This is an optimization exercise on Yosys and OpenROAD, whose aim is small area, not a production implementation.
Where RTL was checked, it was by simulation tests only, not by an equivalence proof against the original.

## main
module main(in, op, apply, tail, valid, empty, clk, reset);
Size in the first run: about 560 cells after synthesis, roughly 44 flip-flops, ~24 I/O pins, about 4700 um2 of cells after synthesis.
clock: 15.0 ns
lec_check: 0
cap_margin: 20
core_margin: 2
core_utilization: 40
slew_margin: 20
standard.sh (not shown) runs the stock make flow with config.mk's settings and CLKGATE_MAP_FILE= SYNTH_SCRIPT=/design/flow/synth_recipe.tcl, a recipe that flattens the netlist after the stock synthesis.
==> flow/flow/run.sh <==
#!/bin/bash
# The standard layout (standard.sh: ORFS from synthesis to the final layout), with these
# changes, all made through ORFS's own variables:
#  - each port gets a sky130_fd_sc_hd__buf_1 as its buffer (buffer_ports -buffer_cell)
#    instead of the default clkdlybuf4s50_1;
#  - clock tree synthesis builds from clkbuf_4/clkbuf_8 and adds no dummy loads.
# Synthesis is the standard one, unchanged. The make output goes to standard.log in the
# work folder; ORFS's per-step logs stay under orfs/logs/.
set -euo pipefail
bash standard.sh synth > synth.log 2>&1
export BUFFER_PORTS_ARGS="-buffer_cell sky130_fd_sc_hd__buf_1"
export CTS_ARGS="-sink_clustering_enable -repair_clock_nets -dont_use_dummy_load -buf_list {sky130_fd_sc_hd__clkbuf_4 sky130_fd_sc_hd__clkbuf_8}"
bash standard.sh finish > standard.log 2>&1
The starting point finished with timing, DRC and antenna clean.
Change:
--- a/flow/design.v
+++ b/flow/design.v
@@ -15,20 +15,26 @@
     wire n5  =  sz[2] & ~sz[1];
     wire le1 = ~sz[2] & ~sz[1];
     wire le2 = ~sz[2];
     wire le3 = ~sz[2] |  sz[0];
     wire two =  sz[2] |  sz[1];    
     wire [2:0] sz_up = {sz[1:0], ~sz[2]};
     wire [2:0] sz_dn = {~sz[0], sz[2:1]};
     assign tail = t;
     assign empty = n0;
-    wire [7:0] a = f0;                         
-    wire [7:0] b = n2 ? t : f1;                
+    reg [7:0] a, b;
+    always @(*)
+        case (1'b1)
+            n2: begin a = f3; b = t;  end
+            n3: begin a = f2; b = f3; end
+            n4: begin a = f1; b = f2; end
+            default: begin a = f0; b = f1; end
+        endcase
     wire is_add = (op == 3'd2);
     wire is_mul = (op == 3'd3);
     wire is_sub = (op == 3'd4);
     wire is_quo = (op == 3'd5);
     wire is_rem = (op == 3'd6);
     wire is_div = is_quo | is_rem;
     wire [7:0] hz;
     assign hz[0] = 1'b1;
     assign hz[1] = hz[0] & ~a[7];
@@ -57,26 +63,26 @@
     assign quo[6] = d6_c[2] & hz[6];
     assign d6_s[0] = 1'b0;   
     assign d6_r[0] = d6_x[0] ^ (quo[6] & a[0]);
     assign d6_r[1:1] = d6_x[1:1] ^ ({1{quo[6]}} & (d6_y[1:1] ^ d6_c[1:1]));
     wire [2:0] d5_x, d5_y, d5_s, d5_r;
     wire [3:0] d5_c;
     assign d5_x = {d6_r, b[5]};
     assign d5_y = ~a[2:0];
     assign d5_c[1] = d5_x[0] | ~a[0];
-    assign d5_s[1] = d5_x[1] ^ d5_y[1] ^ d5_c[1];
-    assign d5_c[2] = (d5_x[1] & d5_y[1]) | (d5_c[1] & (d5_x[1] ^ d5_y[1]));
-    assign d5_s[2] = d5_x[2] ^ d5_y[2] ^ d5_c[2];
-    assign d5_c[3] = (d5_x[2] & d5_y[2]) | (d5_c[2] & (d5_x[2] ^ d5_y[2]));
+    assign d5_c[2] = (d5_x[1] ^ d5_y[1]) ? d5_c[1] : d5_x[1];
+    assign d5_s[1] = 1'b0;   
+    assign d5_c[3] = (d5_x[2] ^ d5_y[2]) ? d5_c[2] : d5_x[2];
+    assign d5_s[2] = 1'b0;   
     assign quo[5] = d5_c[3] & hz[5];
     assign d5_s[0] = 1'b0;   
     assign d5_r[0] = d5_x[0] ^ (quo[5] & a[0]);
-    assign d5_r[2:1] = quo[5] ? d5_s[2:1] : d5_x[2:1];
+    assign d5_r[2:1] = d5_x[2:1] ^ ({2{quo[5]}} & (d5_y[2:1] ^ d5_c[2:1]));
     wire [3:0] d4_x, d4_y, d4_s, d4_r;
     wire [4:0] d4_c;
     assign d4_x = {d5_r, b[4]};
     assign d4_y = ~a[3:0];
     assign d4_c[1] = d4_x[0] | ~a[0];
     assign d4_s[1] = d4_x[1] ^ d4_y[1] ^ d4_c[1];
     assign d4_c[2] = (d4_x[1] & d4_y[1]) | (d4_c[1] & (d4_x[1] ^ d4_y[1]));
     assign d4_s[2] = d4_x[2] ^ d4_y[2] ^ d4_c[2];
     assign d4_c[3] = (d4_x[2] & d4_y[2]) | (d4_c[2] & (d4_x[2] ^ d4_y[2]));
@@ -300,29 +306,18 @@
     wire [7:0] nv = push ? in : res;
     always @(posedge clk or posedge reset)
         if (reset) begin
             valid <= 1'b1;
             sz <= 3'd0;
         end else if (apply) begin
             if (!good) valid <= 1'b0;
             else sz <= push ? sz_up : sz_dn;
         end
-    wire arith = ~push & ~pop;
-    wire p_ok = ok & push, o_ok = ok & pop, r_ok = ok & arith;
-    wire f0_f1 = o_ok, f0_f2 = r_ok & ~le3, f0_t = (p_ok & le1) | (r_ok & le3);
-    wire f1_f2 = o_ok, f1_f3 = r_ok & n5, f1_t = (p_ok & le2) | (r_ok & ~n5);
-    wire f2_f3 = o_ok, f2_t = (p_ok & le3) | r_ok;
-    wire f3_t = ok & ~pop;
-    wire t_in = p_ok, t_res = r_ok;
-    wire f0_h = ~(f0_f1 | f0_f2 | f0_t);
-    wire f1_h = ~(f1_f2 | f1_f3 | f1_t);
-    wire f2_h = ~(f2_f3 | f2_t);
-    wire f3_h = ~f3_t;
-    wire t_h = ~(t_in | t_res);
-    always @(posedge clk) begin
-        f0 <= ({8{f0_h}} & f0) | ({8{f0_f1}} & f1) | ({8{f0_f2}} & f2) | ({8{f0_t}} & t);
-        f1 <= ({8{f1_h}} & f1) | ({8{f1_f2}} & f2) | ({8{f1_f3}} & f3) | ({8{f1_t}} & t);
-        f2 <= ({8{f2_h}} & f2) | ({8{f2_f3}} & f3) | ({8{f2_t}} & t);
-        f3 <= ({8{f3_h}} & f3) | ({8{f3_t}} & t);
-        t  <= ({8{t_h}} & t) | ({8{t_in}} & in) | ({8{t_res}} & res);
-    end
+    always @(posedge clk)
+        if (ok & ~pop) begin
+            t <= nv;
+            f0 <= f1;
+            f1 <= f2;
+            f2 <= f3;
+            f3 <= t;
+        end
 endmodule
=> The changed run went through all stages and came out clean. Worst hold slack hardly moves. First-iteration DRC count came out higher by 33%. Die area climbs by 9.5%. Final area increases by 15%. Synthesized area rose by 9.9%. Via count goes up by 9.7%.
Only the layout flow was run in the second run of this note; the RTL was not checked for function there.

[separate check: timing with driven ports]
Ports are ideal in the flow. The routed layouts listed here were re-timed in OpenROAD.
Step 1: set_driving_cell puts a clkbuf_16 on clk and a buf_2 on each other input, an assumption about the parent block.
Step 2 adds t to the input delays and takes it off the output delays; t is the mean of the earliest and latest rising clock arrival at the registers after step 1. Input paths then give back, and output paths get back, about the clock's delay inside the block.
Slacks: ideal ports / drivers / drivers and shift; pairs: ideal ports / drivers.
run	t (ns)	slack for setup (ns)	worst register clock-pin slew, ns	worst slew at a driven data input, ns
the first run	0.314	0.929 / 0.929 / 0.929	0.09 / 0.09	0.04
the second run	0.311	0.659 / 0.659 / 0.659	0.08 / 0.08	0.03
After both steps setup and hold are still met in every run listed.
